Source: an optimization exercise on an open RTL-to-GDS flow (aim: small area and a short achievable clock period). Production flows keep margins and buffers that such runs may drop.
The RTL was checked by simulation tests, not by an equivalence proof against the original design.
No activity file was given, so power comes from the tool's default toggle rates.

--- flow/config.mk ---
export PLATFORM = sky130hd
export DESIGN_NAME = alu_reg
export DESIGN_NICKNAME = alu_reg
export VERILOG_FILES = /design/flow/design.v
export SDC_FILE = /design/flow/constraint.sdc
export NUM_CORES = 4
export LEC_CHECK = 0
export CAP_MARGIN = 20
export CORE_MARGIN = 2
export CORE_UTILIZATION = 40
export SLEW_MARGIN = 20
--- flow/run.sh ---
#!/bin/bash
# synth_recipe.tcl (not shown) runs the flow's synth.tcl, then flattens the netlist and writes it again
# the make line also repeats each setting of config.mk as NAME=value (left out here)
make -C /OpenROAD-flow-scripts/flow DESIGN_CONFIG=/design/flow/config.mk WORK_HOME=/design/flow/orfs CLKGATE_MAP_FILE= SYNTH_SCRIPT=/design/flow/synth_recipe.tcl finish
--- flow/constraint.sdc ---
create_clock -name core_clock -period 450.0 [get_ports {clk}]
set_input_delay 90.0000 -clock core_clock [delete_from_list [all_inputs] [get_ports {clk}]]
set_output_delay 90.0000 -clock core_clock [all_outputs]
set_load 0.01 [all_outputs]
--- flow/design.v ---
module alu_reg #(
    parameter DATA_WIDTH = 32   
)(
    input wire clk,                           
    input wire [DATA_WIDTH-1:0] a,            
    input wire [DATA_WIDTH-1:0] b,            
    input wire [1:0] op,                      
    output reg [2*DATA_WIDTH-1:0] result      
);
    always @(posedge clk) begin
        case (op)
            2'b00: result <= a + b;    
            2'b01: result <= a - b;    
            2'b10: result <= a * b;    
            2'b11: result <= (b == 0) ? {2*DATA_WIDTH{1'b1}} : a / b;    
            default: result <= {2*DATA_WIDTH{1'b0}};
        endcase
    end
endmodule
==> notes.md <==
-- cells in the final DEF, fill, tap and decap left out, drive strengths merged, types with 168 or more instances in the layout --
cell,instances
a21o,400
a21oi,1585
and2,330
buf,323
fa,898
ha,1881
inv,1515
mux2,304
nand2,1980
nand2b,168
nand3,332
nand4,212
nor2,1938
nor2b,217
nor3,709
o21a,643
o21ai,845
o31ai,270
xnor2,624
xor2,622
-- cells by family after synthesis --
group,after synthesis,synth area share
other cells,1,0.00002832
simple gates,6712,0.2413
flops,64,0.009677
xor+xnor,1246,0.08271
compound gates,5107,0.2538
mux,396,0.03322
buf+inv,2265,0.06517
fa+ha+maj,2787,0.3141
-- per-stage QoR --
step | worst slack, ns | hold WS (ns) | power, mW
global route | 7.485 | 90.15 | 292.4
floorplan | 61.57 | 90.26 | 296.1
global placement | 46.71 | 90.57 | 287.6
finish | 36.82 | 90.14 | 287.5
CTS | 40.42 | 90.10 | 287.9
detailed placement | 41.06 | 90.58 | 287.4
-- layout make-up --
cell class              instances  area (um^2)
well taps                    4366         5463
clock buffers                  10        239.0
flip-flops and latches         64         1281
multi-input cells           16280       122900
inverters                    1528         5779
fillers                     34515       191200
clock inverters                 6        43.79
diodes                         10        25.02
repair buffers                402         3098
-- routing by layer --
layer,routed length [um],share of wire,vias to the layer above
li1,-,-,65600
met4,29570,0.056,16
met2,226400,0.43,5490
met3,41650,0.080,1042
met5,101,0.00019,-
met1,225600,0.43,65578
==> flow_summary.ini <==
[place]
placed_cell_area_um2 = 138500
place_congestion = 1.054
hpwl_um = 422800
io_buffer_count = 130
post-place-cells = 22638

[sta]
rsz0062_at_grt = false
maxClockFrequency_ghz = 0.002420
hold_violations = 0
fin_crit_sh = 0.9182
worstMarginPinSlew_ns = 1.234
maxSlewHeadroom = 0.1717
fin_setup_tns_ns = 0
min_period_ns = 413.18
setup_viol = 0
final_max_slew_viol_count = 0

[floorplanning]
dieArea_um2 = 335600
chipWidth_um = 579.3
row_count = 211
core_um2 = 330000
die-height_um = 579.3
io_pins = 131
initial_core_util = 0.4012

[synth]
ys_seq_area_frac = 0.009677
synthCells = 18578
synth_top_area_frac = 0.1778
ys_warn_count = 1
syn_area_um2 = 132400
yosysMostFrequentCell = nand2_1
synth_top_area_cell = ha_1
ys_ff_latch = 64
async_flop_share = 0
synthFlopType = dfxtp_1
synthDistinctLibCells = 139
synth-edff-count = 0
synthTopCellsByCount = nand2_1 (1978), nor2_1 (1930), ha_1 (1881)
netlist_top_cells_area = ha_1 (18%), fa_1 (14%), a21oi_1 (6.0%), nand2_1 (5.6%), nor2_1 (5.5%)
avgSynthCellArea_um2 = 7.127

[clock_network]
hold_buffers = 0
cts_setup_buffers = 0
numClockSinks = 64
numCtsBuffers = 9
cts.htree.levels = 3
cts-resized-gates = 0
cts_tree = built
cts_buffer_depth = 2
cts.clk_slew.worst_paths_ns = 0.08
cts-root-buf = clkbuf_16

[global_routing]
gr-total-overflow = 0
use_met2 = 0.4796
met3_usage = 0.04974
grt_pass1_wl_um = 794600
busiest_layer = met2
grt_usage = 0.3032
grt_util_met1 = 0.4007
grt_pass1_vias = 130000
antenna_found_initial = 27
grt_max_degree = 84

[critical_path]
cp-end-kind = register
critPathKind = in2reg
slowest_stage = o31ai_1
worstPathRequired_ns = 450.27
critPathBufInv = 171
setup.worst_path.end = result[0]
critPathLaunchType = input port
slowest_delay_ns = 1.05
critical-path-top-delay-family = compound AO/OA/AOI/OAI gates
cpMostUsedCell = o21a_1
path_max_fanout = 74
cp.depth = 1162
arrival_ns = 413.45
startpoint = a[3]

[min_path]
worstHoldStart = op[0]
min_to = result[16]
min_path_cells = 3
min_path_type = in2reg

[drt]
vias_per_cell = 6.076
num_vias = 137726
wire_per_inst_um = 23.09
drt-total-wl_um = 523400
drt_iter0_drc = 11914
firstDrtPassIters = 6
post-route-drc-count = 0
ant_nets = 0

[job]
cap_violations = 0

[power]
net-switching-power_mw = 172.3
clockPowerShare = 0
p_sw_frac = 0.5991
p_leak_nw = 66.12
irDropWorstVdd_uv = 3453
pwr-share-seq = 0
p_per_area_nw_per_um2 = 2072
combPwrFrac = 1.000
clock_power_mw = 0.00847
power-top-group = combinational logic
powerComb_mw = 288
seq_cell_power_mw = 0.0135
intPower_mw = 115.3

[finish]
regMostFlops = result
final_util = 0.4206
fin_area_um2 = 138800
fin_nets = 21131
area.growth.synth_to_final_pct = 4.818
largest_reg_flops = 64
drive_gt1_frac = 0.05681
layout.cells.non_filler = 22666
reg_top3 = result: 64 flops

[run_status]
status = finished clean

==> afterwards: timing with drivers on the ports <==
The results above use ideal ports. As a check the final layout listed here was re-extracted and re-timed, cells and wires unchanged.
Step 1, drivers: a clkbuf_16 drives clk and a buf_2 each remaining input, both assumed.
Step 2 adds t to the input delays and takes it off the output delays; t is the mean of the earliest and latest rising clock arrival at the registers after step 1. Input paths then give back, and output paths get back, about the clock's delay inside the block.
Three values: ideal, step 1, step 2; two values: the first two.
t, ns: 0.512
setup WS [ns]: 36.824 / 36.873 / 36.361
worst hold slack (ns): 90.135 / 90.084 / 90.595
slew at the worst register clock pin (ns): 0.10 / 0.10
worst data-port slew with drivers (ns): 0.18
After both steps this run still meets setup and hold. The setup slack of this run moves by +0.049 ns with the drivers and by -0.463 ns with both steps.
